Source: an optimization exercise on an open RTL-to-GDS flow (aim: small area, a short achievable clock period and few clock cycles). Production flows keep margins and buffers that such runs may drop. The RTL was checked by simulation tests, not by an equivalence proof against the original design.

==> flow/design.v <==
module exu(
	input wire clk,
	input wire rstn,
	input wire [19:0] ex_sig,
	input wire [31:0] ex_src1,
	input wire [31:0] ex_src2,
	input wire ex_out_valid,
	output reg [31:0] ex_result,
	output wire [2:0] ex_exception,
	output reg ex_in_valid
	);
	assign ex_exception = 3'd0;
	reg st_mul, st_fa1, st_fa2, st_dneg, st_dnorm, st_diter, st_dfix,
	    st_x0, st_lm1, st_lm2;
	wire idle = ~(st_mul | st_fa1 | st_fa2 | st_dneg | st_dnorm | st_diter |
	              st_dfix | st_x0 | st_lm1 | st_lm2);
	reg ph_sq, ph_m1;      
	reg [32:0] MA;         
	reg [31:0] A, B, Q;
	reg [32:0] P;
	reg [12:0] X;
	reg [7:0] EY0, EY1;
	reg SY, SWP, F1, FSUB, SGL;
	reg [4:0] cnt;
	reg sA, sB;
	reg o_fdiv, o_div, o_rem, o_sdiv;
	reg SIGX, SIGD;
	reg [4:0] osel;        
	reg os_cmp, os_sg, R0;
	wire [31:0] i1 = ex_src1;
	wire [31:0] i2 = ex_src2;
	wire eq31 = i1[30:0] == i2[30:0];
	wire lt31 = i1[30:0] < i2[30:0];
	wire gt31 = ~lt31 & ~eq31;
	wire feq = eq31 & (i1[31] == i2[31]);
	wire flt = (i1[31] & ~i2[31]) | (~i1[31] & ~i2[31] & lt31) | (i1[31] & i2[31] & gt31);
	wire flt_r = (i2[31] & ~i1[31]) | (~i2[31] & ~i1[31] & gt31) | (i2[31] & i1[31] & lt31);
	wire fle = ~flt_r;
	wire cmp_bit = (ex_sig[12] & feq) | (ex_sig[13] & flt) | (ex_sig[14] & fle) |
	               (ex_sig[15] & i2[31]) | (ex_sig[16] & ~i2[31]);
	wire is_cmp = |ex_sig[16:12];
	wire is_imul = |ex_sig[3:0];
	wire is_div = |ex_sig[7:4];
	wire is_fadd = ex_sig[8] | ex_sig[9];
	wire [8:0] ed = {1'b0, i1[30:23]} - {1'b0, i2[30:23]};
	wire [7:0] sm_i = ed[8] ? (i2[30:23] - i1[30:23]) : ed[7:0];
	wire fa_sy = gt31 ? i1[31] : (i2[31] ^ ex_sig[9]);
	wire [32:0] ma = MA;
	wire last = cnt == 5'd0;
	wire sd = last & sB & Q[7];
	wire [40:0] t;
	mstep mstep_u (.ma(ma), .d({sd, Q[7:0]}), .P(P), .t(t));
	wire [22:0] mymux = P[23] ? P[22:0] : {P[21:0], Q[31]};
	wire [31:0] dmin = A;
	wire [32:0] dsub = {1'b0, dmin} - {1'b0, Q};
	wire dge = ~dsub[32];
	wire [32:0] dsubh = {1'b0, dmin} - {2'b0, Q[31:1]};
	wire [33:0] c3a = {2'b0, dmin}, c3b = ~{2'b0, Q}, c3c = ~{3'b0, Q[31:1]};
	wire [33:0] c3s = c3a ^ c3b ^ c3c;
	wire [33:0] c3c2 = {(c3a[32:0] & c3b[32:0]) | (c3a[32:0] & c3c[32:0]) | (c3b[32:0] & c3c[32:0]), 1'b1};
	wire [33:0] dsub3 = c3s + c3c2 + 34'd1;
	wire dge2 = dge ? ~dsub3[33] : ~dsubh[32];
	wire [31:0] dr1 = dge ? dsub[31:0] : dmin;
	wire [31:0] dr2 = SGL ? dr1 : (dge ? (dge2 ? dsub3[31:0] : dsub[31:0]) : (dge2 ? dsubh[31:0] : dmin));
	wire [31:0] dq2 = SGL ? {1'b0, Q[31:1]} : {2'b0, Q[31:2]};
	wire [31:0] negA = ~A + 32'd1;
	wire [31:0] negB = ~B + 32'd1;
	function [5:0] clz32(input [31:0] v);
		integer k;
		begin
			clz32 = 6'd32;
			for (k = 0; k < 32; k = k + 1)
				if (v[k]) clz32 = 6'd31 - k[5:0];
		end
	endfunction
	wire [5:0] clzA = clz32(A);
	wire [5:0] clzB = clz32(B);
	wire [6:0] nsh = {1'b0, clzB} - {1'b0, clzA};
	wire [31:0] Bsh = B << nsh[4:0];
	wire [7:0] SM = EY0;
	wire [22:0] m1a = SWP ? B[22:0] : A[22:0];
	wire [22:0] m2a = SWP ? A[22:0] : B[22:0];
	wire [7:0] e1a = SWP ? B[30:23] : A[30:23];
	wire pm = A[31] ^ B[31] ^ FSUB;
	wire flag1 = (SM[7:1] == 7'd0) & pm;
	wire [24:0] m2b = {1'b1, m2a, 1'b0} >> SM;
	wire [25:0] mya2 = {2'b01, m1a, 1'b0} + ({1'b0, m2b} ^ {26{pm}}) + {25'd0, pm};
	wire [22:0] my2 = mya2[25] ? mya2[24:2] : (mya2[24] ? mya2[23:1] : mya2[22:0]);
		wire [7:0] ey2 = mya2[25] ? e1a + 8'd1 : (mya2[24] ? e1a : ((|e1a) ? e1a - 8'd1 : 8'd0));
	wire [24:0] m2c = SM[0] ? {2'b01, m2a} : {1'b1, m2a, 1'b0};
	wire [24:0] m1c = {1'b1, m1a, 1'b0} - m2c;
	function [4:0] lzc25(input [24:0] v);
		integer k;
		begin
			lzc25 = 5'd25;
			for (k = 0; k < 25; k = k + 1)
				if (v[k]) lzc25 = 5'd24 - k[4:0];
		end
	endfunction
	wire [4:0] lz = lzc25(m1c);
	wire [24:0] m1s = m1c << lz;
	wire [8:0] ey1a = {1'b0, e1a} - {4'd0, lz};
	wire [7:0] ey1 = (ey1a[8] | ~|m1c) ? 8'd0 : ey1a[7:0];
	wire [31:0] fa_res = flag1 ? {SY, ey1, m1s[23:1]} : {SY, ey2, my2};
	wire [7:0] xe = o_fdiv ? P[30:23] : A[30:23];
	wire fzero = o_fdiv ? (P[30:23] == 8'd0) : 1'b0;
	wire mzero = ~o_fdiv & ((A[30:0] == 31'd0) | (B[30:0] == 31'd0));
	wire [9:0] D0 = mzero ? 10'h381 :
	                {2'b0, xe} + (o_fdiv ? ~{2'b0, B[30:23]} : {2'b0, B[30:23]}) + (o_fdiv ? 10'd127 : 10'h381);
	wire [9:0] D1 = D0 + 10'd1;
	wire [7:0] ey0_n = (D0[9] | fzero) ? 8'd0 : D0[7:0];
	wire [7:0] ey1_n = (D1[9] | fzero) ? 8'd0 : D1[7:0];
	wire [22:0] mix2 = {X[10:0], 12'd0} - mymux;
	always @(posedge clk) begin
		if (~rstn) begin
			{st_mul, st_fa1, st_fa2, st_dneg, st_dnorm, st_diter, st_dfix, st_x0, st_lm1, st_lm2} <= 10'd0;
			ex_in_valid <= 1'b0;
		end else begin
			ex_in_valid <= 1'b0;
			if (idle & ex_out_valid) begin
				A <= ex_sig[11] ? 32'd8385537 + {22'd0, ex_src2[22:13]} - {9'd0, ex_src2[22:13], 13'd0} : ex_src1;
				B <= ex_src2;
				sA <= ex_sig[1] | ex_sig[2];
				sB <= ex_sig[1];
				MA <= ex_sig[10] ? {10'd1, ex_src1[22:0]} : {(ex_sig[1] | ex_sig[2]) & ex_src1[31], ex_src1};
				ph_sq <= 1'b0;
				ph_m1 <= 1'b0;
				o_fdiv <= ex_sig[11];
				o_div <= ex_sig[4] | ex_sig[5];
				o_rem <= ex_sig[6] | ex_sig[7];
				o_sdiv <= ex_sig[4] | ex_sig[6];
				SIGX <= ex_src1[31];
				SIGD <= ex_src2[31];
				FSUB <= ex_sig[9];
				SY <= is_fadd ? fa_sy : (ex_src1[31] ^ ex_src2[31]);
				SWP <= lt31;
				EY0 <= sm_i;
				R0 <= cmp_bit;
				P <= ex_sig[11] ? {1'b0, ex_src1} : 33'd0;
				Q <= ex_sig[10] ? {8'd0, 1'b1, ex_src2[22:0]} :
				     ex_sig[11] ? {9'd0, 1'b1, ex_src2[22:13], 1'b1, 11'd0} : ex_src2;
				X <= 13'd1;
				cnt <= ex_sig[10] ? 5'd2 : ex_sig[11] ? 5'd5 : 5'd3;
				SGL <= 1'b0;
				os_cmp <= |ex_sig[14:12];
				os_sg <= ex_sig[15] | ex_sig[16];
				osel <= {ex_sig[10] | ex_sig[11], ex_sig[4] | ex_sig[5], ex_sig[6] | ex_sig[7], ex_sig[0], ~(ex_sig[0] | is_div | ex_sig[10] | ex_sig[11] | is_cmp)};
				ex_in_valid <= is_cmp;
				st_mul <= is_imul | ex_sig[10];
				st_fa1 <= is_fadd;
				st_dneg <= is_div & (ex_sig[4] | ex_sig[6]) & (ex_src1[31] | ex_src2[31]);
				st_dnorm <= is_div & ~((ex_sig[4] | ex_sig[6]) & (ex_src1[31] | ex_src2[31]));
				st_x0 <= ex_sig[11];
			end
			if (st_mul) begin
				P <= t[40:8];
				Q <= {t[7:0], Q[31:8]};
				if (~o_fdiv) EY0 <= ey0_n;
				if (~o_fdiv) EY1 <= ey1_n;
				cnt <= cnt - 5'd1;
				if (last) begin
					st_mul <= 1'b0;
					if (ph_sq) st_lm1 <= 1'b1;
					else if (ph_m1) st_lm2 <= 1'b1;
					else ex_in_valid <= 1'b1;
				end
			end
			if (st_fa1) begin
				P <= {1'b0, fa_res};
				st_fa1 <= 1'b0;
				ex_in_valid <= 1'b1;
			end
			if (st_dneg) begin
				if (o_sdiv & A[31]) A <= negA;
				if (o_sdiv & B[31]) B <= negB;
				st_dneg <= 1'b0;
				st_dnorm <= 1'b1;
			end
			if (st_dnorm) begin
				st_dnorm <= 1'b0;
				if (B == 32'd0) begin
					B <= 32'hffffffff;
					if (o_sdiv & ((o_div & (SIGX ^ SIGD)) | (o_rem & SIGX)))
						st_dfix <= 1'b1;
					else
						ex_in_valid <= 1'b1;
				end else if (nsh[6]) begin
					B <= 32'd0;
					if (o_sdiv & o_rem & SIGX)
						st_dfix <= 1'b1;
					else
						ex_in_valid <= 1'b1;
				end else begin
					Q <= Bsh;
					B <= 32'd0;
					cnt <= {1'b0, nsh[4:1]};
					SGL <= ~nsh[0];
					st_diter <= 1'b1;
				end
			end
			if (st_diter) begin
				A <= dr2;
				B <= SGL ? {B[30:0], dge} : {B[29:0], dge, dge2};
				Q <= dq2;
				SGL <= 1'b0;
				cnt <= cnt - 5'd1;
				if (last) begin
					st_diter <= 1'b0;
					if ((o_sdiv & o_div & (SIGX ^ SIGD)) | (o_sdiv & o_rem & SIGX))
						st_dfix <= 1'b1;
					else
						ex_in_valid <= 1'b1;
				end
			end
			if (st_dfix) begin
				if (o_sdiv & o_div & (SIGX ^ SIGD)) B <= negB;
				if (o_sdiv & o_rem & SIGX) A <= negA;
				st_dfix <= 1'b0;
				ex_in_valid <= 1'b1;
			end
			if (st_x0) begin
				A <= dr2;
				X <= SGL ? {X[11:0], dge} : {X[10:0], dge, dge2};
				Q <= dq2;
				SGL <= 1'b0;
				EY0 <= ey0_n;
				EY1 <= ey1_n;
				cnt <= cnt - 5'd1;
				if (last) begin
					A <= P[31:0];
					P <= 33'd0;
					Q <= {16'd0, X[10:0], dge, dge2, 3'd0};
					cnt <= 5'd1;
					st_x0 <= 1'b0;
					st_mul <= 1'b1;
					MA <= {9'd0, X[10:0], dge, dge2, 11'd0};
					ph_sq <= 1'b1;
				end
			end
			if (st_lm1) begin
				P <= 33'd0;
				Q <= {8'd0, 1'b1, mymux};
				cnt <= 5'd2;
				MA <= {10'd1, B[22:0]};
				ph_sq <= 1'b0;
				ph_m1 <= 1'b1;
				st_lm1 <= 1'b0;
				st_mul <= 1'b1;
			end
			if (st_lm2) begin
				P <= 33'd0;
				Q <= {8'd0, 1'b1, mix2};
				cnt <= 5'd2;
				MA <= {10'd1, A[22:0]};
				ph_m1 <= 1'b0;
				st_lm2 <= 1'b0;
				st_mul <= 1'b1;
			end
		end
	end
	wire [31:0] fpack = {SY, P[23] ? EY1 : EY0, mymux};
	always @(*) begin
		ex_result = ({32{osel[0]}} & P[31:0]) |
		            ({32{osel[1]}} & Q) |
		            ({32{osel[2]}} & A) |
		            ({32{osel[3]}} & B) |
		            ({32{osel[4]}} & fpack) |
		            {os_sg & R0, {31{os_sg}} & A[30:0]} |
		            {31'd0, os_cmp & R0};
	end
endmodule
module mstep(input [32:0] ma, input [8:0] d, input [32:0] P, output [40:0] t);
wire one0 = d[0] ^ 1'b0;
wire two0 = (d[1] & ~d[0] & ~1'b0) | (~d[1] & d[0] & 1'b0);
wire neg0 = d[1];
wire pp0_0 = ((one0 & ma[0]) | (two0 & 1'b0)) ^ neg0;
wire pp0_1 = ((one0 & ma[1]) | (two0 & ma[0])) ^ neg0;
wire pp0_2 = ((one0 & ma[2]) | (two0 & ma[1])) ^ neg0;
wire pp0_3 = ((one0 & ma[3]) | (two0 & ma[2])) ^ neg0;
wire pp0_4 = ((one0 & ma[4]) | (two0 & ma[3])) ^ neg0;
wire pp0_5 = ((one0 & ma[5]) | (two0 & ma[4])) ^ neg0;
wire pp0_6 = ((one0 & ma[6]) | (two0 & ma[5])) ^ neg0;
wire pp0_7 = ((one0 & ma[7]) | (two0 & ma[6])) ^ neg0;
wire pp0_8 = ((one0 & ma[8]) | (two0 & ma[7])) ^ neg0;
wire pp0_9 = ((one0 & ma[9]) | (two0 & ma[8])) ^ neg0;
wire pp0_10 = ((one0 & ma[10]) | (two0 & ma[9])) ^ neg0;
wire pp0_11 = ((one0 & ma[11]) | (two0 & ma[10])) ^ neg0;
wire pp0_12 = ((one0 & ma[12]) | (two0 & ma[11])) ^ neg0;
wire pp0_13 = ((one0 & ma[13]) | (two0 & ma[12])) ^ neg0;
wire pp0_14 = ((one0 & ma[14]) | (two0 & ma[13])) ^ neg0;
wire pp0_15 = ((one0 & ma[15]) | (two0 & ma[14])) ^ neg0;
wire pp0_16 = ((one0 & ma[16]) | (two0 & ma[15])) ^ neg0;
wire pp0_17 = ((one0 & ma[17]) | (two0 & ma[16])) ^ neg0;
wire pp0_18 = ((one0 & ma[18]) | (two0 & ma[17])) ^ neg0;
wire pp0_19 = ((one0 & ma[19]) | (two0 & ma[18])) ^ neg0;
wire pp0_20 = ((one0 & ma[20]) | (two0 & ma[19])) ^ neg0;
wire pp0_21 = ((one0 & ma[21]) | (two0 & ma[20])) ^ neg0;
wire pp0_22 = ((one0 & ma[22]) | (two0 & ma[21])) ^ neg0;
wire pp0_23 = ((one0 & ma[23]) | (two0 & ma[22])) ^ neg0;
wire pp0_24 = ((one0 & ma[24]) | (two0 & ma[23])) ^ neg0;
wire pp0_25 = ((one0 & ma[25]) | (two0 & ma[24])) ^ neg0;
wire pp0_26 = ((one0 & ma[26]) | (two0 & ma[25])) ^ neg0;
wire pp0_27 = ((one0 & ma[27]) | (two0 & ma[26])) ^ neg0;
wire pp0_28 = ((one0 & ma[28]) | (two0 & ma[27])) ^ neg0;
wire pp0_29 = ((one0 & ma[29]) | (two0 & ma[28])) ^ neg0;
wire pp0_30 = ((one0 & ma[30]) | (two0 & ma[29])) ^ neg0;
wire pp0_31 = ((one0 & ma[31]) | (two0 & ma[30])) ^ neg0;
wire pp0_32 = ((one0 & ma[32]) | (two0 & ma[31])) ^ neg0;
wire pp0_33 = ((one0 & ma[32]) | (two0 & ma[32])) ^ neg0;
wire npp0_33 = ~pp0_33;
wire one1 = d[2] ^ d[1];
wire two1 = (d[3] & ~d[2] & ~d[1]) | (~d[3] & d[2] & d[1]);
wire neg1 = d[3];
wire pp1_0 = ((one1 & ma[0]) | (two1 & 1'b0)) ^ neg1;
wire pp1_1 = ((one1 & ma[1]) | (two1 & ma[0])) ^ neg1;
wire pp1_2 = ((one1 & ma[2]) | (two1 & ma[1])) ^ neg1;
wire pp1_3 = ((one1 & ma[3]) | (two1 & ma[2])) ^ neg1;
wire pp1_4 = ((one1 & ma[4]) | (two1 & ma[3])) ^ neg1;
wire pp1_5 = ((one1 & ma[5]) | (two1 & ma[4])) ^ neg1;
wire pp1_6 = ((one1 & ma[6]) | (two1 & ma[5])) ^ neg1;
wire pp1_7 = ((one1 & ma[7]) | (two1 & ma[6])) ^ neg1;
wire pp1_8 = ((one1 & ma[8]) | (two1 & ma[7])) ^ neg1;
wire pp1_9 = ((one1 & ma[9]) | (two1 & ma[8])) ^ neg1;
wire pp1_10 = ((one1 & ma[10]) | (two1 & ma[9])) ^ neg1;
wire pp1_11 = ((one1 & ma[11]) | (two1 & ma[10])) ^ neg1;
wire pp1_12 = ((one1 & ma[12]) | (two1 & ma[11])) ^ neg1;
wire pp1_13 = ((one1 & ma[13]) | (two1 & ma[12])) ^ neg1;
wire pp1_14 = ((one1 & ma[14]) | (two1 & ma[13])) ^ neg1;
wire pp1_15 = ((one1 & ma[15]) | (two1 & ma[14])) ^ neg1;
wire pp1_16 = ((one1 & ma[16]) | (two1 & ma[15])) ^ neg1;
wire pp1_17 = ((one1 & ma[17]) | (two1 & ma[16])) ^ neg1;
wire pp1_18 = ((one1 & ma[18]) | (two1 & ma[17])) ^ neg1;
wire pp1_19 = ((one1 & ma[19]) | (two1 & ma[18])) ^ neg1;
wire pp1_20 = ((one1 & ma[20]) | (two1 & ma[19])) ^ neg1;
wire pp1_21 = ((one1 & ma[21]) | (two1 & ma[20])) ^ neg1;
wire pp1_22 = ((one1 & ma[22]) | (two1 & ma[21])) ^ neg1;
wire pp1_23 = ((one1 & ma[23]) | (two1 & ma[22])) ^ neg1;
wire pp1_24 = ((one1 & ma[24]) | (two1 & ma[23])) ^ neg1;
wire pp1_25 = ((one1 & ma[25]) | (two1 & ma[24])) ^ neg1;
wire pp1_26 = ((one1 & ma[26]) | (two1 & ma[25])) ^ neg1;
wire pp1_27 = ((one1 & ma[27]) | (two1 & ma[26])) ^ neg1;
wire pp1_28 = ((one1 & ma[28]) | (two1 & ma[27])) ^ neg1;
wire pp1_29 = ((one1 & ma[29]) | (two1 & ma[28])) ^ neg1;
wire pp1_30 = ((one1 & ma[30]) | (two1 & ma[29])) ^ neg1;
wire pp1_31 = ((one1 & ma[31]) | (two1 & ma[30])) ^ neg1;
wire pp1_32 = ((one1 & ma[32]) | (two1 & ma[31])) ^ neg1;
wire pp1_33 = ((one1 & ma[32]) | (two1 & ma[32])) ^ neg1;
wire npp1_33 = ~pp1_33;
wire one2 = d[4] ^ d[3];
wire two2 = (d[5] & ~d[4] & ~d[3]) | (~d[5] & d[4] & d[3]);
wire neg2 = d[5];
wire pp2_0 = ((one2 & ma[0]) | (two2 & 1'b0)) ^ neg2;
wire pp2_1 = ((one2 & ma[1]) | (two2 & ma[0])) ^ neg2;
wire pp2_2 = ((one2 & ma[2]) | (two2 & ma[1])) ^ neg2;
wire pp2_3 = ((one2 & ma[3]) | (two2 & ma[2])) ^ neg2;
wire pp2_4 = ((one2 & ma[4]) | (two2 & ma[3])) ^ neg2;
wire pp2_5 = ((one2 & ma[5]) | (two2 & ma[4])) ^ neg2;
wire pp2_6 = ((one2 & ma[6]) | (two2 & ma[5])) ^ neg2;
wire pp2_7 = ((one2 & ma[7]) | (two2 & ma[6])) ^ neg2;
wire pp2_8 = ((one2 & ma[8]) | (two2 & ma[7])) ^ neg2;
wire pp2_9 = ((one2 & ma[9]) | (two2 & ma[8])) ^ neg2;
wire pp2_10 = ((one2 & ma[10]) | (two2 & ma[9])) ^ neg2;
wire pp2_11 = ((one2 & ma[11]) | (two2 & ma[10])) ^ neg2;
wire pp2_12 = ((one2 & ma[12]) | (two2 & ma[11])) ^ neg2;
wire pp2_13 = ((one2 & ma[13]) | (two2 & ma[12])) ^ neg2;
wire pp2_14 = ((one2 & ma[14]) | (two2 & ma[13])) ^ neg2;
wire pp2_15 = ((one2 & ma[15]) | (two2 & ma[14])) ^ neg2;
wire pp2_16 = ((one2 & ma[16]) | (two2 & ma[15])) ^ neg2;
wire pp2_17 = ((one2 & ma[17]) | (two2 & ma[16])) ^ neg2;
wire pp2_18 = ((one2 & ma[18]) | (two2 & ma[17])) ^ neg2;
wire pp2_19 = ((one2 & ma[19]) | (two2 & ma[18])) ^ neg2;
wire pp2_20 = ((one2 & ma[20]) | (two2 & ma[19])) ^ neg2;
wire pp2_21 = ((one2 & ma[21]) | (two2 & ma[20])) ^ neg2;
wire pp2_22 = ((one2 & ma[22]) | (two2 & ma[21])) ^ neg2;
wire pp2_23 = ((one2 & ma[23]) | (two2 & ma[22])) ^ neg2;
wire pp2_24 = ((one2 & ma[24]) | (two2 & ma[23])) ^ neg2;
wire pp2_25 = ((one2 & ma[25]) | (two2 & ma[24])) ^ neg2;
wire pp2_26 = ((one2 & ma[26]) | (two2 & ma[25])) ^ neg2;
wire pp2_27 = ((one2 & ma[27]) | (two2 & ma[26])) ^ neg2;
wire pp2_28 = ((one2 & ma[28]) | (two2 & ma[27])) ^ neg2;
wire pp2_29 = ((one2 & ma[29]) | (two2 & ma[28])) ^ neg2;
wire pp2_30 = ((one2 & ma[30]) | (two2 & ma[29])) ^ neg2;
wire pp2_31 = ((one2 & ma[31]) | (two2 & ma[30])) ^ neg2;
wire pp2_32 = ((one2 & ma[32]) | (two2 & ma[31])) ^ neg2;
wire pp2_33 = ((one2 & ma[32]) | (two2 & ma[32])) ^ neg2;
wire npp2_33 = ~pp2_33;
wire one3 = d[6] ^ d[5];
wire two3 = (d[7] & ~d[6] & ~d[5]) | (~d[7] & d[6] & d[5]);
wire neg3 = d[7];
wire pp3_0 = ((one3 & ma[0]) | (two3 & 1'b0)) ^ neg3;
wire pp3_1 = ((one3 & ma[1]) | (two3 & ma[0])) ^ neg3;
wire pp3_2 = ((one3 & ma[2]) | (two3 & ma[1])) ^ neg3;
wire pp3_3 = ((one3 & ma[3]) | (two3 & ma[2])) ^ neg3;
wire pp3_4 = ((one3 & ma[4]) | (two3 & ma[3])) ^ neg3;
wire pp3_5 = ((one3 & ma[5]) | (two3 & ma[4])) ^ neg3;
wire pp3_6 = ((one3 & ma[6]) | (two3 & ma[5])) ^ neg3;
wire pp3_7 = ((one3 & ma[7]) | (two3 & ma[6])) ^ neg3;
wire pp3_8 = ((one3 & ma[8]) | (two3 & ma[7])) ^ neg3;
wire pp3_9 = ((one3 & ma[9]) | (two3 & ma[8])) ^ neg3;
wire pp3_10 = ((one3 & ma[10]) | (two3 & ma[9])) ^ neg3;
wire pp3_11 = ((one3 & ma[11]) | (two3 & ma[10])) ^ neg3;
wire pp3_12 = ((one3 & ma[12]) | (two3 & ma[11])) ^ neg3;
wire pp3_13 = ((one3 & ma[13]) | (two3 & ma[12])) ^ neg3;
wire pp3_14 = ((one3 & ma[14]) | (two3 & ma[13])) ^ neg3;
wire pp3_15 = ((one3 & ma[15]) | (two3 & ma[14])) ^ neg3;
wire pp3_16 = ((one3 & ma[16]) | (two3 & ma[15])) ^ neg3;
wire pp3_17 = ((one3 & ma[17]) | (two3 & ma[16])) ^ neg3;
wire pp3_18 = ((one3 & ma[18]) | (two3 & ma[17])) ^ neg3;
wire pp3_19 = ((one3 & ma[19]) | (two3 & ma[18])) ^ neg3;
wire pp3_20 = ((one3 & ma[20]) | (two3 & ma[19])) ^ neg3;
wire pp3_21 = ((one3 & ma[21]) | (two3 & ma[20])) ^ neg3;
wire pp3_22 = ((one3 & ma[22]) | (two3 & ma[21])) ^ neg3;
wire pp3_23 = ((one3 & ma[23]) | (two3 & ma[22])) ^ neg3;
wire pp3_24 = ((one3 & ma[24]) | (two3 & ma[23])) ^ neg3;
wire pp3_25 = ((one3 & ma[25]) | (two3 & ma[24])) ^ neg3;
wire pp3_26 = ((one3 & ma[26]) | (two3 & ma[25])) ^ neg3;
wire pp3_27 = ((one3 & ma[27]) | (two3 & ma[26])) ^ neg3;
wire pp3_28 = ((one3 & ma[28]) | (two3 & ma[27])) ^ neg3;
wire pp3_29 = ((one3 & ma[29]) | (two3 & ma[28])) ^ neg3;
wire pp3_30 = ((one3 & ma[30]) | (two3 & ma[29])) ^ neg3;
wire pp3_31 = ((one3 & ma[31]) | (two3 & ma[30])) ^ neg3;
wire pp3_32 = ((one3 & ma[32]) | (two3 & ma[31])) ^ neg3;
wire pp3_33 = ((one3 & ma[32]) | (two3 & ma[32])) ^ neg3;
wire npp3_33 = ~pp3_33;
wire u = d[7] & ~d[8];
wire ur_0 = u & ma[0];
wire ur_1 = u & ma[1];
wire ur_2 = u & ma[2];
wire ur_3 = u & ma[3];
wire ur_4 = u & ma[4];
wire ur_5 = u & ma[5];
wire ur_6 = u & ma[6];
wire ur_7 = u & ma[7];
wire ur_8 = u & ma[8];
wire ur_9 = u & ma[9];
wire ur_10 = u & ma[10];
wire ur_11 = u & ma[11];
wire ur_12 = u & ma[12];
wire ur_13 = u & ma[13];
wire ur_14 = u & ma[14];
wire ur_15 = u & ma[15];
wire ur_16 = u & ma[16];
wire ur_17 = u & ma[17];
wire ur_18 = u & ma[18];
wire ur_19 = u & ma[19];
wire ur_20 = u & ma[20];
wire ur_21 = u & ma[21];
wire ur_22 = u & ma[22];
wire ur_23 = u & ma[23];
wire ur_24 = u & ma[24];
wire ur_25 = u & ma[25];
wire ur_26 = u & ma[26];
wire ur_27 = u & ma[27];
wire ur_28 = u & ma[28];
wire ur_29 = u & ma[29];
wire ur_30 = u & ma[30];
wire ur_31 = u & ma[31];
wire nur_32 = ~(u & ma[32]);
wire nP32 = ~P[32];
wire r1 = pp0_32 ^ pp1_30;
wire r2 = pp0_32 & pp1_30;
wire r3 = pp0_4 ^ pp1_2;
wire r4 = pp0_4 & pp1_2;
wire r5 = pp0_5 ^ pp1_3;
wire r6 = pp0_5 & pp1_3;
wire r7 = pp0_6 ^ pp1_4 ^ pp2_2;
wire r8 = (pp0_6 & pp1_4) | (pp0_6 & pp2_2) | (pp1_4 & pp2_2);
wire r9 = pp3_0 ^ neg3;
wire r10 = pp3_0 & neg3;
wire r11 = pp0_7 ^ pp1_5 ^ pp2_3;
wire r12 = (pp0_7 & pp1_5) | (pp0_7 & pp2_3) | (pp1_5 & pp2_3);
wire r13 = pp3_1 ^ P[7];
wire r14 = pp3_1 & P[7];
wire r15 = pp0_8 ^ pp1_6 ^ pp2_4;
wire r16 = (pp0_8 & pp1_6) | (pp0_8 & pp2_4) | (pp1_6 & pp2_4);
wire r17 = pp3_2 ^ ur_0 ^ P[8];
wire r18 = (pp3_2 & ur_0) | (pp3_2 & P[8]) | (ur_0 & P[8]);
wire r19 = pp0_9 ^ pp1_7 ^ pp2_5;
wire r20 = (pp0_9 & pp1_7) | (pp0_9 & pp2_5) | (pp1_7 & pp2_5);
wire r21 = pp3_3 ^ ur_1 ^ P[9];
wire r22 = (pp3_3 & ur_1) | (pp3_3 & P[9]) | (ur_1 & P[9]);
wire r23 = pp0_10 ^ pp1_8 ^ pp2_6;
wire r24 = (pp0_10 & pp1_8) | (pp0_10 & pp2_6) | (pp1_8 & pp2_6);
wire r25 = pp3_4 ^ ur_2 ^ P[10];
wire r26 = (pp3_4 & ur_2) | (pp3_4 & P[10]) | (ur_2 & P[10]);
wire r27 = pp0_11 ^ pp1_9 ^ pp2_7;
wire r28 = (pp0_11 & pp1_9) | (pp0_11 & pp2_7) | (pp1_9 & pp2_7);
wire r29 = pp3_5 ^ ur_3 ^ P[11];
wire r30 = (pp3_5 & ur_3) | (pp3_5 & P[11]) | (ur_3 & P[11]);
wire r31 = pp0_12 ^ pp1_10 ^ pp2_8;
wire r32 = (pp0_12 & pp1_10) | (pp0_12 & pp2_8) | (pp1_10 & pp2_8);
wire r33 = pp3_6 ^ ur_4 ^ P[12];
wire r34 = (pp3_6 & ur_4) | (pp3_6 & P[12]) | (ur_4 & P[12]);
wire r35 = pp0_13 ^ pp1_11 ^ pp2_9;
wire r36 = (pp0_13 & pp1_11) | (pp0_13 & pp2_9) | (pp1_11 & pp2_9);
wire r37 = pp3_7 ^ ur_5 ^ P[13];
wire r38 = (pp3_7 & ur_5) | (pp3_7 & P[13]) | (ur_5 & P[13]);
wire r39 = pp0_14 ^ pp1_12 ^ pp2_10;
wire r40 = (pp0_14 & pp1_12) | (pp0_14 & pp2_10) | (pp1_12 & pp2_10);
wire r41 = pp3_8 ^ ur_6 ^ P[14];
wire r42 = (pp3_8 & ur_6) | (pp3_8 & P[14]) | (ur_6 & P[14]);
wire r43 = pp0_15 ^ pp1_13 ^ pp2_11;
wire r44 = (pp0_15 & pp1_13) | (pp0_15 & pp2_11) | (pp1_13 & pp2_11);
wire r45 = pp3_9 ^ ur_7 ^ P[15];
wire r46 = (pp3_9 & ur_7) | (pp3_9 & P[15]) | (ur_7 & P[15]);
wire r47 = pp0_16 ^ pp1_14 ^ pp2_12;
wire r48 = (pp0_16 & pp1_14) | (pp0_16 & pp2_12) | (pp1_14 & pp2_12);
wire r49 = pp3_10 ^ ur_8 ^ P[16];
wire r50 = (pp3_10 & ur_8) | (pp3_10 & P[16]) | (ur_8 & P[16]);
wire r51 = pp0_17 ^ pp1_15 ^ pp2_13;
wire r52 = (pp0_17 & pp1_15) | (pp0_17 & pp2_13) | (pp1_15 & pp2_13);
wire r53 = pp3_11 ^ ur_9 ^ P[17];
wire r54 = (pp3_11 & ur_9) | (pp3_11 & P[17]) | (ur_9 & P[17]);
wire r55 = pp0_18 ^ pp1_16 ^ pp2_14;
wire r56 = (pp0_18 & pp1_16) | (pp0_18 & pp2_14) | (pp1_16 & pp2_14);
wire r57 = pp3_12 ^ ur_10 ^ P[18];
wire r58 = (pp3_12 & ur_10) | (pp3_12 & P[18]) | (ur_10 & P[18]);
wire r59 = pp0_19 ^ pp1_17 ^ pp2_15;
wire r60 = (pp0_19 & pp1_17) | (pp0_19 & pp2_15) | (pp1_17 & pp2_15);
wire r61 = pp3_13 ^ ur_11 ^ P[19];
wire r62 = (pp3_13 & ur_11) | (pp3_13 & P[19]) | (ur_11 & P[19]);
wire r63 = pp0_20 ^ pp1_18 ^ pp2_16;
wire r64 = (pp0_20 & pp1_18) | (pp0_20 & pp2_16) | (pp1_18 & pp2_16);
wire r65 = pp3_14 ^ ur_12 ^ P[20];
wire r66 = (pp3_14 & ur_12) | (pp3_14 & P[20]) | (ur_12 & P[20]);
wire r67 = pp0_21 ^ pp1_19 ^ pp2_17;
wire r68 = (pp0_21 & pp1_19) | (pp0_21 & pp2_17) | (pp1_19 & pp2_17);
wire r69 = pp3_15 ^ ur_13 ^ P[21];
wire r70 = (pp3_15 & ur_13) | (pp3_15 & P[21]) | (ur_13 & P[21]);
wire r71 = pp0_22 ^ pp1_20 ^ pp2_18;
wire r72 = (pp0_22 & pp1_20) | (pp0_22 & pp2_18) | (pp1_20 & pp2_18);
wire r73 = pp3_16 ^ ur_14 ^ P[22];
wire r74 = (pp3_16 & ur_14) | (pp3_16 & P[22]) | (ur_14 & P[22]);
wire r75 = pp0_23 ^ pp1_21 ^ pp2_19;
wire r76 = (pp0_23 & pp1_21) | (pp0_23 & pp2_19) | (pp1_21 & pp2_19);
wire r77 = pp3_17 ^ ur_15 ^ P[23];
wire r78 = (pp3_17 & ur_15) | (pp3_17 & P[23]) | (ur_15 & P[23]);
wire r79 = pp0_24 ^ pp1_22 ^ pp2_20;
wire r80 = (pp0_24 & pp1_22) | (pp0_24 & pp2_20) | (pp1_22 & pp2_20);
wire r81 = pp3_18 ^ ur_16 ^ P[24];
wire r82 = (pp3_18 & ur_16) | (pp3_18 & P[24]) | (ur_16 & P[24]);
wire r83 = pp0_25 ^ pp1_23 ^ pp2_21;
wire r84 = (pp0_25 & pp1_23) | (pp0_25 & pp2_21) | (pp1_23 & pp2_21);
wire r85 = pp3_19 ^ ur_17 ^ P[25];
wire r86 = (pp3_19 & ur_17) | (pp3_19 & P[25]) | (ur_17 & P[25]);
wire r87 = pp0_26 ^ pp1_24 ^ pp2_22;
wire r88 = (pp0_26 & pp1_24) | (pp0_26 & pp2_22) | (pp1_24 & pp2_22);
wire r89 = pp3_20 ^ ur_18 ^ P[26];
wire r90 = (pp3_20 & ur_18) | (pp3_20 & P[26]) | (ur_18 & P[26]);
wire r91 = pp0_27 ^ pp1_25 ^ pp2_23;
wire r92 = (pp0_27 & pp1_25) | (pp0_27 & pp2_23) | (pp1_25 & pp2_23);
wire r93 = pp3_21 ^ ur_19 ^ P[27];
wire r94 = (pp3_21 & ur_19) | (pp3_21 & P[27]) | (ur_19 & P[27]);
wire r95 = pp0_28 ^ pp1_26 ^ pp2_24;
wire r96 = (pp0_28 & pp1_26) | (pp0_28 & pp2_24) | (pp1_26 & pp2_24);
wire r97 = pp3_22 ^ ur_20 ^ P[28];
wire r98 = (pp3_22 & ur_20) | (pp3_22 & P[28]) | (ur_20 & P[28]);
wire r99 = pp0_29 ^ pp1_27 ^ pp2_25;
wire r100 = (pp0_29 & pp1_27) | (pp0_29 & pp2_25) | (pp1_27 & pp2_25);
wire r101 = pp3_23 ^ ur_21 ^ P[29];
wire r102 = (pp3_23 & ur_21) | (pp3_23 & P[29]) | (ur_21 & P[29]);
wire r103 = pp0_30 ^ pp1_28 ^ pp2_26;
wire r104 = (pp0_30 & pp1_28) | (pp0_30 & pp2_26) | (pp1_28 & pp2_26);
wire r105 = pp3_24 ^ ur_22 ^ P[30];
wire r106 = (pp3_24 & ur_22) | (pp3_24 & P[30]) | (ur_22 & P[30]);
wire r107 = pp0_31 ^ pp1_29 ^ pp2_27;
wire r108 = (pp0_31 & pp1_29) | (pp0_31 & pp2_27) | (pp1_29 & pp2_27);
wire r109 = pp3_25 ^ ur_23 ^ P[31];
wire r110 = (pp3_25 & ur_23) | (pp3_25 & P[31]) | (ur_23 & P[31]);
wire r111 = r1 ^ pp2_28 ^ pp3_26;
wire r112 = (r1 & pp2_28) | (r1 & pp3_26) | (pp2_28 & pp3_26);
wire r113 = ur_24 ^ nP32 ^ 1'b1;
wire r114 = (ur_24 & nP32) | (ur_24 & 1'b1) | (nP32 & 1'b1);
wire r115 = r2 ^ npp0_33 ^ pp1_31;
wire r116 = (r2 & npp0_33) | (r2 & pp1_31) | (npp0_33 & pp1_31);
wire r117 = pp2_29 ^ pp3_27 ^ ur_25;
wire r118 = (pp2_29 & pp3_27) | (pp2_29 & ur_25) | (pp3_27 & ur_25);
wire r119 = pp1_32 ^ pp2_30 ^ pp3_28;
wire r120 = (pp1_32 & pp2_30) | (pp1_32 & pp3_28) | (pp2_30 & pp3_28);
wire r121 = ur_26 ^ 1'b1;
wire r122 = ur_26 & 1'b1;
wire r123 = npp1_33 ^ pp2_31 ^ pp3_29;
wire r124 = (npp1_33 & pp2_31) | (npp1_33 & pp3_29) | (pp2_31 & pp3_29);
wire r125 = pp2_32 ^ pp3_30;
wire r126 = pp2_32 & pp3_30;
wire r127 = pp0_2 ^ pp1_0;
wire r128 = pp0_2 & pp1_0;
wire r129 = pp0_3 ^ pp1_1;
wire r130 = pp0_3 & pp1_1;
wire r131 = r3 ^ pp2_0 ^ neg2;
wire r132 = (r3 & pp2_0) | (r3 & neg2) | (pp2_0 & neg2);
wire r133 = r4 ^ r5 ^ pp2_1;
wire r134 = (r4 & r5) | (r4 & pp2_1) | (r5 & pp2_1);
wire r135 = r6 ^ r7 ^ r9;
wire r136 = (r6 & r7) | (r6 & r9) | (r7 & r9);
wire r137 = r8 ^ r10 ^ r11;
wire r138 = (r8 & r10) | (r8 & r11) | (r10 & r11);
wire r139 = r12 ^ r14 ^ r15;
wire r140 = (r12 & r14) | (r12 & r15) | (r14 & r15);
wire r141 = r16 ^ r18 ^ r19;
wire r142 = (r16 & r18) | (r16 & r19) | (r18 & r19);
wire r143 = r20 ^ r22 ^ r23;
wire r144 = (r20 & r22) | (r20 & r23) | (r22 & r23);
wire r145 = r24 ^ r26 ^ r27;
wire r146 = (r24 & r26) | (r24 & r27) | (r26 & r27);
wire r147 = r28 ^ r30 ^ r31;
wire r148 = (r28 & r30) | (r28 & r31) | (r30 & r31);
wire r149 = r32 ^ r34 ^ r35;
wire r150 = (r32 & r34) | (r32 & r35) | (r34 & r35);
wire r151 = r36 ^ r38 ^ r39;
wire r152 = (r36 & r38) | (r36 & r39) | (r38 & r39);
wire r153 = r40 ^ r42 ^ r43;
wire r154 = (r40 & r42) | (r40 & r43) | (r42 & r43);
wire r155 = r44 ^ r46 ^ r47;
wire r156 = (r44 & r46) | (r44 & r47) | (r46 & r47);
wire r157 = r48 ^ r50 ^ r51;
wire r158 = (r48 & r50) | (r48 & r51) | (r50 & r51);
wire r159 = r52 ^ r54 ^ r55;
wire r160 = (r52 & r54) | (r52 & r55) | (r54 & r55);
wire r161 = r56 ^ r58 ^ r59;
wire r162 = (r56 & r58) | (r56 & r59) | (r58 & r59);
wire r163 = r60 ^ r62 ^ r63;
wire r164 = (r60 & r62) | (r60 & r63) | (r62 & r63);
wire r165 = r64 ^ r66 ^ r67;
wire r166 = (r64 & r66) | (r64 & r67) | (r66 & r67);
wire r167 = r68 ^ r70 ^ r71;
wire r168 = (r68 & r70) | (r68 & r71) | (r70 & r71);
wire r169 = r72 ^ r74 ^ r75;
wire r170 = (r72 & r74) | (r72 & r75) | (r74 & r75);
wire r171 = r76 ^ r78 ^ r79;
wire r172 = (r76 & r78) | (r76 & r79) | (r78 & r79);
wire r173 = r80 ^ r82 ^ r83;
wire r174 = (r80 & r82) | (r80 & r83) | (r82 & r83);
wire r175 = r84 ^ r86 ^ r87;
wire r176 = (r84 & r86) | (r84 & r87) | (r86 & r87);
wire r177 = r88 ^ r90 ^ r91;
wire r178 = (r88 & r90) | (r88 & r91) | (r90 & r91);
wire r179 = r92 ^ r94 ^ r95;
wire r180 = (r92 & r94) | (r92 & r95) | (r94 & r95);
wire r181 = r96 ^ r98 ^ r99;
wire r182 = (r96 & r98) | (r96 & r99) | (r98 & r99);
wire r183 = r100 ^ r102 ^ r103;
wire r184 = (r100 & r102) | (r100 & r103) | (r102 & r103);
wire r185 = r104 ^ r106 ^ r107;
wire r186 = (r104 & r106) | (r104 & r107) | (r106 & r107);
wire r187 = r108 ^ r110 ^ r111;
wire r188 = (r108 & r110) | (r108 & r111) | (r110 & r111);
wire r189 = r112 ^ r114 ^ r115;
wire r190 = (r112 & r114) | (r112 & r115) | (r114 & r115);
wire r191 = r116 ^ r118 ^ r119;
wire r192 = (r116 & r118) | (r116 & r119) | (r118 & r119);
wire r193 = r120 ^ r122 ^ r123;
wire r194 = (r120 & r122) | (r120 & r123) | (r122 & r123);
wire r195 = r124 ^ r125 ^ ur_28;
wire r196 = (r124 & r125) | (r124 & ur_28) | (r125 & ur_28);
wire r197 = r126 ^ npp2_33 ^ pp3_31;
wire r198 = (r126 & npp2_33) | (r126 & pp3_31) | (npp2_33 & pp3_31);
wire r199 = pp3_32 ^ ur_30;
wire r200 = pp3_32 & ur_30;
wire r201 = pp0_0 ^ neg0;
wire r202 = pp0_0 & neg0;
wire r203 = pp0_1 ^ P[1];
wire r204 = pp0_1 & P[1];
wire r205 = r127 ^ neg1 ^ P[2];
wire r206 = (r127 & neg1) | (r127 & P[2]) | (neg1 & P[2]);
wire r207 = r128 ^ r129 ^ P[3];
wire r208 = (r128 & r129) | (r128 & P[3]) | (r129 & P[3]);
wire r209 = r130 ^ r131 ^ P[4];
wire r210 = (r130 & r131) | (r130 & P[4]) | (r131 & P[4]);
wire r211 = r132 ^ r133 ^ P[5];
wire r212 = (r132 & r133) | (r132 & P[5]) | (r133 & P[5]);
wire r213 = r134 ^ r135 ^ P[6];
wire r214 = (r134 & r135) | (r134 & P[6]) | (r135 & P[6]);
wire r215 = r136 ^ r137 ^ r13;
wire r216 = (r136 & r137) | (r136 & r13) | (r137 & r13);
wire r217 = r138 ^ r139 ^ r17;
wire r218 = (r138 & r139) | (r138 & r17) | (r139 & r17);
wire r219 = r140 ^ r141 ^ r21;
wire r220 = (r140 & r141) | (r140 & r21) | (r141 & r21);
wire r221 = r142 ^ r143 ^ r25;
wire r222 = (r142 & r143) | (r142 & r25) | (r143 & r25);
wire r223 = r144 ^ r145 ^ r29;
wire r224 = (r144 & r145) | (r144 & r29) | (r145 & r29);
wire r225 = r146 ^ r147 ^ r33;
wire r226 = (r146 & r147) | (r146 & r33) | (r147 & r33);
wire r227 = r148 ^ r149 ^ r37;
wire r228 = (r148 & r149) | (r148 & r37) | (r149 & r37);
wire r229 = r150 ^ r151 ^ r41;
wire r230 = (r150 & r151) | (r150 & r41) | (r151 & r41);
wire r231 = r152 ^ r153 ^ r45;
wire r232 = (r152 & r153) | (r152 & r45) | (r153 & r45);
wire r233 = r154 ^ r155 ^ r49;
wire r234 = (r154 & r155) | (r154 & r49) | (r155 & r49);
wire r235 = r156 ^ r157 ^ r53;
wire r236 = (r156 & r157) | (r156 & r53) | (r157 & r53);
wire r237 = r158 ^ r159 ^ r57;
wire r238 = (r158 & r159) | (r158 & r57) | (r159 & r57);
wire r239 = r160 ^ r161 ^ r61;
wire r240 = (r160 & r161) | (r160 & r61) | (r161 & r61);
wire r241 = r162 ^ r163 ^ r65;
wire r242 = (r162 & r163) | (r162 & r65) | (r163 & r65);
wire r243 = r164 ^ r165 ^ r69;
wire r244 = (r164 & r165) | (r164 & r69) | (r165 & r69);
wire r245 = r166 ^ r167 ^ r73;
wire r246 = (r166 & r167) | (r166 & r73) | (r167 & r73);
wire r247 = r168 ^ r169 ^ r77;
wire r248 = (r168 & r169) | (r168 & r77) | (r169 & r77);
wire r249 = r170 ^ r171 ^ r81;
wire r250 = (r170 & r171) | (r170 & r81) | (r171 & r81);
wire r251 = r172 ^ r173 ^ r85;
wire r252 = (r172 & r173) | (r172 & r85) | (r173 & r85);
wire r253 = r174 ^ r175 ^ r89;
wire r254 = (r174 & r175) | (r174 & r89) | (r175 & r89);
wire r255 = r176 ^ r177 ^ r93;
wire r256 = (r176 & r177) | (r176 & r93) | (r177 & r93);
wire r257 = r178 ^ r179 ^ r97;
wire r258 = (r178 & r179) | (r178 & r97) | (r179 & r97);
wire r259 = r180 ^ r181 ^ r101;
wire r260 = (r180 & r181) | (r180 & r101) | (r181 & r101);
wire r261 = r182 ^ r183 ^ r105;
wire r262 = (r182 & r183) | (r182 & r105) | (r183 & r105);
wire r263 = r184 ^ r185 ^ r109;
wire r264 = (r184 & r185) | (r184 & r109) | (r185 & r109);
wire r265 = r186 ^ r187 ^ r113;
wire r266 = (r186 & r187) | (r186 & r113) | (r187 & r113);
wire r267 = r188 ^ r189 ^ r117;
wire r268 = (r188 & r189) | (r188 & r117) | (r189 & r117);
wire r269 = r190 ^ r191 ^ r121;
wire r270 = (r190 & r191) | (r190 & r121) | (r191 & r121);
wire r271 = r192 ^ r193 ^ ur_27;
wire r272 = (r192 & r193) | (r192 & ur_27) | (r193 & ur_27);
wire r273 = r194 ^ r195 ^ 1'b1;
wire r274 = (r194 & r195) | (r194 & 1'b1) | (r195 & 1'b1);
wire r275 = r196 ^ r197 ^ ur_29;
wire r276 = (r196 & r197) | (r196 & ur_29) | (r197 & ur_29);
wire r277 = r198 ^ r199 ^ 1'b1;
wire r278 = (r198 & r199) | (r198 & 1'b1) | (r199 & 1'b1);
wire r279 = r200 ^ npp3_33 ^ ur_31;
wire r280 = (r200 & npp3_33) | (r200 & ur_31) | (npp3_33 & ur_31);
wire [40:0] sx = {r280,r278,r276,r274,r272,r270,r268,r266,r264,r262,r260,r258,r256,r254,r252,r250,r248,r246,r244,r242,r240,r238,r236,r234,r232,r230,r228,r226,r224,r222,r220,r218,r216,r214,r212,r210,r208,r206,r204,r202,r201};
wire [40:0] sy = {nur_32,r279,r277,r275,r273,r271,r269,r267,r265,r263,r261,r259,r257,r255,r253,r251,r249,r247,r245,r243,r241,r239,r237,r235,r233,r231,r229,r227,r225,r223,r221,r219,r217,r215,r213,r211,r209,r207,r205,r203,P[0]};
assign t = sx + sy;
endmodule
==> flow/flow/run.sh <==
#!/bin/bash
# The standard layout (standard.sh: ORFS synthesis to finish, unchanged
# scripts and settings), with two changes to how the layout is made:
#  - port buffers are buf_2 cells (buffer_ports otherwise picks the slow
#    clkdlybuf4s50 delay cell for every input and output port);
#  - the resizer may swap cells of different footprints when it repairs
#    timing (the platform sets MATCH_CELL_FOOTPRINT = 1).
# make's full output goes to orfs_make.log in the work folder; ORFS keeps
# each tool's log under orfs/logs/.
set -euo pipefail
bash standard.sh MATCH_CELL_FOOTPRINT=0 "BUFFER_PORTS_ARGS=-buffer_cell sky130_fd_sc_hd__buf_2" finish > orfs_make.log 2>&1
==> flow/standard.sh <==
#!/bin/bash
# synth_recipe.tcl (not shown) runs the flow's synth.tcl, then flattens the netlist and writes it again
# the make line also repeats each setting of config.mk as NAME=value (left out here)
make -C /OpenROAD-flow-scripts/flow DESIGN_CONFIG=/design/flow/config.mk WORK_HOME=/design/flow/orfs CLKGATE_MAP_FILE= SYNTH_SCRIPT=/design/flow/synth_recipe.tcl "${@:-finish}"
==> flow/config.mk <==
export PLATFORM = sky130hd
export DESIGN_NAME = exu
export DESIGN_NICKNAME = exu
export VERILOG_FILES = /design/flow/design.v
export SDC_FILE = /design/flow/constraint.sdc
export NUM_CORES = 4
export LEC_CHECK = 0
export ABC_CLOCK_PERIOD_IN_PS = 5000
export CAP_MARGIN = 30
export CORE_MARGIN = 2
export CORE_UTILIZATION = 45
export SETUP_SLACK_MARGIN = 4
export SLEW_MARGIN = 30
export TNS_END_PERCENT = 10
==> flow/constraint.sdc <==
create_clock -name core_clock -period 10.0 [get_ports {clk}]
set_input_delay 2.0000 -clock core_clock [delete_from_list [all_inputs] [get_ports {clk}]]
set_output_delay 2.0000 -clock core_clock [all_outputs]
set_load 0.01 [all_outputs]
==> impl_summary.log, run 1 <==
INFO  metric ys_types = ~110
INFO  metric postSynthCellCount = 5970
INFO  metric place_hpwl = approximately 180000 µm
INFO  metric die_boundary_width = ~320 µm
INFO  metric vias_in_the_first_global_route = 45.6k
INFO  metric final_setup_fails = 0
INFO  metric total_cts_buffers = 34
INFO  metric route.final.wire_length = 236000 µm
INFO  metric cts-root-buf = sky130_fd_sc_hd__clkbuf_16
INFO  metric worstSkewPairLatency = approximately 0.6 ns
INFO  metric fillCellCount = around 9.7k
INFO  metric synth_sequential_area_ratio = 0.146
INFO  metric route.detailed.drc = 0
INFO  metric post_route_fraction_of_the_period_consumed_by_the_critical_path = 0.622
INFO  metric maximum_number_of_pins_on_one_net_before_global_route_repair = 70
INFO  metric synth_enable_flop_cells = 213
INFO  metric ff2ff_setup_slack = approximately 3.8 ns
INFO  metric antenna_violations_before_repair = 13
INFO  metric clock_tree_from_tritoncts = done
INFO  metric fin_tns_setup = 0 ns
INFO  metric core-area = roughly 100000 µm²
INFO  metric synthesis_warning_total = 1
INFO  metric timing.critical_path.fanout_max = 8
INFO  metric hold_path_depth = 1
INFO  metric cp.required = approximately 10 ns
INFO  metric postSynthRegisterBits = between 200 and 250
INFO  metric grt_setup_unrepaired = true
INFO  metric max_freq = 161 MHz
INFO  metric num_rows = between 100 and 150
INFO  metric placement.io_buffers = roughly 120
INFO  metric overflow = 0
INFO  metric cts.clk_slew.worst_paths = roughly 0.060 ns
INFO  metric finalHoldViolCount = 0
INFO  metric postSynth.topFlopCell = sky130_fd_sc_hd__edfxtp_1
INFO  metric cell_types_with_the_highest_counts_after_synthesis = 577 x sky130_fd_sc_hd__nand2_1, 563 x sky130_fd_sc_hd__a21oi_1, 419 x sky130_fd_sc_hd__inv_1
INFO  metric post_layout_nonfiller_instances = between 7k and 8k
INFO  metric synth_most_common_cell = sky130_fd_sc_hd__nand2_1
INFO  metric synth.avg_cell_area = roughly 7.6 µm²
INFO  metric critPathKind = reg2reg
INFO  metric fin_util = 0.517
INFO  metric synth_async_sr_flop_share = 0
INFO  metric element_type_at_the_critical_path_end = flip-flop
INFO  metric maxCapViolations = 0
INFO  metric crit_path_arrival_time = between 6 and 7 ns
INFO  metric dp_cells = slightly above 7k
INFO  metric status = complete, no violations
INFO  metric critPathMaxStageDelay = about 0.69 ns
INFO  metric cts.sinks = ~220
INFO  metric worst_path_max_delay_cell = sky130_fd_sc_hd__fa_2
INFO  metric drt_first_pass_iters = 12
INFO  metric area_growth = 14.3%
INFO  metric final_period_minus_worst_setup_slack = around 6.2 ns
INFO  metric die_height = between 300 and 400 µm
INFO  metric slew_viol_final = 0
INFO  metric antenna_left = 0
INFO  metric count_of_nets_after_finishing = 6559
INFO  metric synth_top_cells_by_area = sky130_fd_sc_hd__edfxtp_1 14%, sky130_fd_sc_hd__ha_1 8.5%, sky130_fd_sc_hd__fa_1 7.4%
INFO  metric floorplan.die_area = 103000 µm²
INFO  metric hp-class = reg2reg
INFO  metric max-clock-path-buffers = 3
INFO  metric wire_length_of_the_first_global_routing_pass = roughly 330000 µm
INFO  metric cp_launch_type = flip-flop
INFO  metric worst-slew-pin-transition = 0.997 ns
INFO  metric synth_largest_area_cell = sky130_fd_sc_hd__edfxtp_1
INFO  metric drive_gt1_frac = 0.150
INFO  metric post-synth-top-area-fraction = 0.142
INFO  metric worst_r2r_path_depth = 26
INFO  metric routedWlPerCell = 32.2 µm
INFO  metric place_congestion = between 1 and 1.5
INFO  metric dr.first_iter.drc_count = between 8k and 9k
INFO  metric route.vias.total = ~50k
INFO  metric initial_utilization = 0.453
INFO  metric synth.cell_area = ~45000 µm²
INFO  metric ios = ~120
INFO  metric timing.slew.headroom = 0.335
INFO  metric cts_htree_levels = 2
INFO  metric final.setup_skew = 0.0430 ns
INFO  metric grt_util_all_layers = 0.438
INFO  metric route.detailed.vias_per_inst = 6.94
[worst paths after layout]
check,startpoint,to
max,A[3]$_DFFE_PP_,Q[14]$_DFFE_PP_
max reg2reg,A[3]$_DFFE_PP_,Q[14]$_DFFE_PP_
min reg2reg,ph_sq$_SDFFCE_PP0P_,st_lm2$_SDFF_PP0_
min,ph_sq$_SDFFCE_PP0P_,st_lm2$_SDFF_PP0_
[cell type report]
| type | count | area [µm²] | share of cell area |
|---|---|---|---|
| multi-input combinational | 4865 | 36700 | 0.711 |
| sequential | 223 | 6610 | 0.128 |
| timing repair buffer | 442 | 3720 | 0.0721 |
| inverter | 426 | 1720 | 0.0333 |
| tap | 1298 | 1620 | 0.0314 |
| clock buffer | 40 | 873 | 0.0169 |
| clock inverter | 19 | 278 | 0.00538 |
| timing repair inverter | 7 | 58.8 | 0.00114 |
| antenna | 12 | 30.0 | 0.000581 |
[stage by stage]
stage	setup WS [ns]	hold slack, ns	instance area (µm²)
2_1_floorplan	3.99	0.456	45300
4_1_cts	3.87	0.506	50200
3_3_place_gp	2.29	0.489	46900
3_5_place_dp	1.92	0.499	46900
6_report	3.78	0.506	51600
5_1_grt	3.70	0.525	51600
[metal layers]
| layer | wire length, µm | track usage | up-vias |
|---|---|---|---|
| met3 | 35700 | 0.159 | 820 |
| met4 | 18500 | 0.274 | 12 |
| met5 | 426 | 0 | - |
| met1 | 89400 | 0.578 | 24260 |
| met2 | 92000 | 0.601 | 3912 |
| li1 | - | - | 21914 |
[flip-flops by register name (all words and copies together), names as in the netlist, 5 cells and up]
signal  cells
cnt         5
Q          32
MA         33
B          32
X          11
EY0         8
EY1         8
osel        5
P          33
A          32
[placed cells by master (no fill, tap or decap), types with 31 or more instances in the layout]
| cell | Yosys | routed |
|---|---|---|
| sky130_fd_sc_hd__mux4_2 | 30 | 31 |
| sky130_fd_sc_hd__o21bai_1 | 45 | 43 |
| sky130_fd_sc_hd__nor2b_1 | 59 | 58 |
| sky130_fd_sc_hd__mux2_2 | 40 | 38 |
| sky130_fd_sc_hd__o21a_1 | 45 | 44 |
| sky130_fd_sc_hd__o211ai_1 | 100 | 100 |
| sky130_fd_sc_hd__inv_1 | 419 | 403 |
| sky130_fd_sc_hd__or3_1 | 33 | 32 |
| sky130_fd_sc_hd__a22oi_1 | 148 | 139 |
| sky130_fd_sc_hd__clkbuf_16 | 0 | 45 |
| sky130_fd_sc_hd__ha_1 | 307 | 278 |
| sky130_fd_sc_hd__o22ai_1 | 53 | 53 |
| sky130_fd_sc_hd__nand3_1 | 119 | 115 |
| sky130_fd_sc_hd__a21o_1 | 120 | 119 |
| sky130_fd_sc_hd__a222oi_1 | 31 | 31 |
| sky130_fd_sc_hd__a21oi_1 | 563 | 531 |
| sky130_fd_sc_hd__o21ai_0 | 375 | 347 |
| sky130_fd_sc_hd__fa_1 | 166 | 162 |
| sky130_fd_sc_hd__buf_2 | 6 | 116 |
| sky130_fd_sc_hd__and3_1 | 41 | 38 |
| sky130_fd_sc_hd__nor3_1 | 162 | 143 |
| sky130_fd_sc_hd__xor2_1 | 87 | 80 |
| sky130_fd_sc_hd__a31oi_1 | 71 | 69 |
| sky130_fd_sc_hd__nand2_1 | 577 | 570 |
| sky130_fd_sc_hd__nor2_1 | 392 | 386 |
| sky130_fd_sc_hd__nand2b_1 | 55 | 53 |
| sky130_fd_sc_hd__edfxtp_1 | 213 | 213 |
| sky130_fd_sc_hd__mux2i_1 | 190 | 186 |
| sky130_fd_sc_hd__xnor2_1 | 317 | 300 |
| sky130_fd_sc_hd__buf_4 | 8 | 259 |
| sky130_fd_sc_hd__and2_1 | 60 | 59 |
| sky130_fd_sc_hd__a211oi_1 | 180 | 160 |
[cell families after synthesis]
kind of cell,synth area share
muxes,0.0679
DFF,0.146
other,0.0000830
buffers and inverters,0.0766
and+or+nand+nor,0.170
adders and majority gates,0.159
AOI/OAI and AO/OA,0.302
xor gates and xnor gates,0.0783
[timing repair]
action | in CTS | in global routing
pin swaps | 45 | 86
hold buffers | 0 | 0
setup endpoints to repair | 107 | 83
gates cloned | 16 | 7
resized for setup | 238 | 165
buffers inserted | 102 | 63
[worst max-delay path, delay by kind of cell, from the launching register on]
family | cells | cell delay [ns]
compound gates | 18 | 3.22
mux | 3 | 0.97
fa+ha+maj | 2 | 0.82
flops | 1 | 0.47
buf+inv | 2 | 0.24
simple gates | 1 | 0.15
Testbench counts, summed over its fixed seeds: cycles 122,462.
==> inputs of run 2 (changes only) <==
--- a/flow/config.mk
+++ b/flow/config.mk
@@ -12,3 +12,3 @@
 export SETUP_SLACK_MARGIN = 4
 export SLEW_MARGIN = 30
-export TNS_END_PERCENT = 10
+export TNS_END_PERCENT = 0
==> impl_summary.log, run 2 <==
INFO  metric max-clock-path-buffers = 3 (unchanged)
INFO  metric ys_types = 113 (unchanged)
INFO  metric postSynthCellCount = 5970 (unchanged)
INFO  metric layout_top_registers = MA (33), P (33)
INFO  metric critPathKind = reg2reg
INFO  metric synth_top_cells_by_area = sky130_fd_sc_hd__edfxtp_1 14%, sky130_fd_sc_hd__ha_1 8.5%, sky130_fd_sc_hd__fa_1 7.4%
INFO  metric overflow = 0 (unchanged)
INFO  metric leading_cell_type_in_the_layout_fill_and_taps_excluded = sky130_fd_sc_hd__nand2_1
INFO  metric drive_gt1_frac = 0.144 (-0.00619)
INFO  metric antenna_violations_before_repair = 21 (+8)
INFO  metric maxCapViolations = 0 (unchanged)
INFO  metric core-area = 99900 µm² (unchanged)
INFO  metric area_growth = 13.3%
INFO  metric element_type_at_the_critical_path_end = flip-flop
INFO  metric cp_launch_type = flip-flop
INFO  metric postSynthRegisterBits = 223 (unchanged)
INFO  metric max_freq = 159 MHz (-1.2%)
INFO  metric antenna_left = 0 (unchanged)
INFO  metric final_period_minus_worst_setup_slack = 6.30 ns (+0.0739 ns)
INFO  metric post-synth-top-area-fraction = 0.142 (unchanged)
INFO  metric fillCellCount = 9728 (+0.32%)
INFO  metric die_height = 321 µm (unchanged)
INFO  metric post_route_fraction_of_the_period_consumed_by_the_critical_path = 0.630 (+0.00739)
INFO  metric place_worst_setup_slack = 1.92 ns (unchanged)
INFO  metric cts.clk_slew.worst_paths = 0.07 ns (about the same)
INFO  metric postSynth.topFlopCell = sky130_fd_sc_hd__edfxtp_1
INFO  metric slew_viol_final = 0 (unchanged)
INFO  metric synth_enable_flop_cells = 213 (unchanged)
INFO  metric grt_util_all_layers = 0.436 (-0.00149)
INFO  metric grt_setup_unrepaired = true
INFO  metric synth_largest_area_cell = sky130_fd_sc_hd__edfxtp_1
INFO  metric maximum_number_of_pins_on_one_net_before_global_route_repair = 70 (unchanged)
INFO  metric initial_utilization = 0.453 (unchanged)
INFO  metric num_rows = 116 (unchanged)
INFO  metric synth_sequential_area_ratio = 0.146 (unchanged)
INFO  metric place_congestion = 1.06 (unchanged)
INFO  metric ios = 123 (unchanged)
INFO  metric synth.cell_area = 45200 µm² (unchanged)
INFO  metric synth.avg_cell_area = 7.57 µm² (unchanged)
INFO  metric floorplan.die_area = 103000 µm² (unchanged)
INFO  metric route.detailed.vias_per_inst = 6.96 (+0.22%)
INFO  metric hp-class = reg2reg
INFO  metric worstSkewPairLatency = 0.61 ns (about the same)
INFO  metric die_boundary_width = 321 µm (unchanged)
INFO  metric clock_tree_from_tritoncts = done
INFO  metric final_setup_fails = 0 (unchanged)
INFO  metric finalHoldViolCount = 0 (unchanged)
INFO  metric cts_htree_levels = 2 (unchanged)
INFO  metric timing.slew.headroom = 0.335 (about the same)
INFO  metric finalHoldWorstSlack = 0.508 ns (+0.00191 ns)
INFO  metric crit_path_arrival_time = 6.59 ns (+0.08 ns)
INFO  metric vias_in_the_first_global_route = 45.5k (-0.28%)
INFO  metric drt_first_pass_iters = 10 (-2)
INFO  metric cell_types_with_the_highest_counts_after_synthesis = 577 x sky130_fd_sc_hd__nand2_1, 563 x sky130_fd_sc_hd__a21oi_1, 419 x sky130_fd_sc_hd__inv_1
INFO  metric place_hpwl = 175000 µm (unchanged)
INFO  metric dr.first_iter.drc_count = 8726 (+1.2%)
INFO  metric synth_most_common_cell = sky130_fd_sc_hd__nand2_1
INFO  metric wire_length_of_the_first_global_routing_pass = 329000 µm (-0.35%)
INFO  metric status = complete, no violations
INFO  metric placement.io_buffers = 116 (unchanged)
INFO  metric worst-slew-pin-transition = 0.987 ns (-0.0104 ns)
INFO  metric route.detailed.drc = 0 (unchanged)
INFO  metric cts.sinks = 223 (unchanged)
INFO  metric routedWlPerCell = 32.1 µm (-0.16%)
INFO  metric final.setup_skew = 0.0392 ns (-0.00383 ns)
INFO  metric fin_tns_setup = 0 ns (unchanged)
INFO  metric timing.final.ws_setup = 3.70 ns (-0.0739 ns)
INFO  metric timing.critical_path.fanout_max = 6 (-2)
INFO  metric route.vias.total = 50.9k (-0.051%)
INFO  metric total_cts_buffers = 34 (unchanged)
INFO  metric synthesis_warning_total = 1 (unchanged)
INFO  metric route.final.wire_length = 235000 µm (-0.43%)
INFO  metric synth_async_sr_flop_share = 0 (unchanged)
INFO  metric cts_hold_repair.buffers = 0 (unchanged)
INFO  metric count_of_nets_after_finishing = 6533 (-0.40%)
INFO  metric mostFrequentLayoutCells = 572 x sky130_fd_sc_hd__nand2_1, 534 x sky130_fd_sc_hd__a21oi_1, 401 x sky130_fd_sc_hd__inv_1
INFO  metric cp.required = 10.29 ns (about the same)
INFO  metric cts-root-buf = sky130_fd_sc_hd__clkbuf_16
[run 2: worst paths after layout]
| kind | start | endpoint | slack, ns | cells after the start |
|---|---|---|---|---|
| setup / recovery | A[0]$_DFFE_PP_ | Q[14]$_DFFE_PP_ | 3.70 | 25 |
| hold / removal | ph_sq$_SDFFCE_PP0P_ | st_lm2$_SDFF_PP0_ | 0.51 | 1 |
| hold reg to reg | ph_sq$_SDFFCE_PP0P_ | st_lm2$_SDFF_PP0_ | 0.51 | 1 |
| setup reg to reg | A[0]$_DFFE_PP_ | Q[14]$_DFFE_PP_ | 3.70 | 25 |
[run 2: per-layer routing]
| layer | wire, µm | track usage | vias up |
|---|---|---|---|
| li1 | - | - | 21837 |
| met1 | 89400 | 0.576 | 24311 |
| met2 | 91400 | 0.601 | 3929 |
| met3 | 35800 | 0.159 | 811 |
| met4 | 18400 | 0.267 | 4 |
| met5 | 32 | 0 | - |
[run 2: what timing repair did]
action,in CTS,in global routing
pin swaps,32,74
setup endpoints to repair,107,90
resized for setup,199,175
gates cloned,14,7
setup buffers,84,57
[run 2: cells by family after synthesis]
kind of cell | synth area share
compound gates | 0.302
mux | 0.0679
flops | 0.146
xor+xnor | 0.0783
buf+inv | 0.0766
other cells | 0.0000830
fa+ha+maj | 0.159
simple gates | 0.170
[run 2: layout make-up]
| class | instances | area (µm²) | area share |
|---|---|---|---|
| sequential | 223 | 6610 | 0.129 |
| inverter | 426 | 1720 | 0.0336 |
| tap | 1298 | 1620 | 0.0317 |
| antenna | 18 | 45.0 | 0.000880 |
| clock buffer | 40 | 873 | 0.0171 |
| clock inverter | 19 | 278 | 0.00542 |
| timing repair inverter | 7 | 58.8 | 0.00115 |
| multi-input combinational | 4864 | 36500 | 0.713 |
| timing repair buffer | 417 | 3480 | 0.0679 |
[run 2: critical path, cell delays in order (launching register included)]
cell and delay [ns]:
sky130_fd_sc_hd__edfxtp_1 0.40, sky130_fd_sc_hd__buf_8 0.21, sky130_fd_sc_hd__clkinvlp_4 0.15, sky130_fd_sc_hd__buf_12 0.16
sky130_fd_sc_hd__ha_1 0.24, sky130_fd_sc_hd__inv_1 0.07, sky130_fd_sc_hd__ha_1 0.13, sky130_fd_sc_hd__a211oi_1 0.08
sky130_fd_sc_hd__o31a_1 0.30, sky130_fd_sc_hd__o31ai_1 0.22, sky130_fd_sc_hd__nand2_1 0.13, sky130_fd_sc_hd__a21boi_0 0.29
sky130_fd_sc_hd__o31ai_2 0.13, sky130_fd_sc_hd__a21boi_1 0.21, sky130_fd_sc_hd__o31ai_2 0.09, sky130_fd_sc_hd__buf_4 0.19
sky130_fd_sc_hd__fa_2 0.73, sky130_fd_sc_hd__mux4_2 0.58, sky130_fd_sc_hd__mux2i_4 0.25, sky130_fd_sc_hd__mux2i_4 0.15
sky130_fd_sc_hd__a311oi_4 0.40, sky130_fd_sc_hd__a211oi_2 0.07, sky130_fd_sc_hd__a211oi_2 0.52, sky130_fd_sc_hd__a21oi_1 0.08
sky130_fd_sc_hd__nor2_1 0.15, sky130_fd_sc_hd__a21oi_1 0.06
[run 2: through the flow]
stage | cells | util | area [µm²]
CTS | 7229 | 0.499 | 49800
detailed placement | 7072 | 0.469 | 46900
floorplan | 5972 | - | 45300
global route | 7294 | 0.512 | 51200
finish | 7312 | 0.513 | 51200
global placement | 7072 | 0.469 | 46900

[port drivers added, routing unchanged]
How much do the figures lean on ideal ports? The routed layouts below were timed once more, with nothing changed but the port constraints.
Step 1 assumes that a clkbuf_16 drives the clock port and a buf_2 every other input.
Step 2 moves the port delays by t, midway between the first and last clock arrival at a register: inputs arrive t later, outputs are due t later. That takes back most of the time a late clock gives input paths.
Three values: ideal ports, drivers, drivers and shift; two values: the first two.
run	t, ns	slack for setup (ns)	clock arrival spread, ns
run 1	0.657	3.778 / 3.778 / 3.688	0.043 / 0.043
run 2	0.672	3.704 / 3.704 / 3.637	0.039 / 0.039
After both steps setup and hold are still met in every run listed. The setup slack of run 1, which loses most, moves by 0.000 ns with the drivers and by -0.090 ns with both steps.
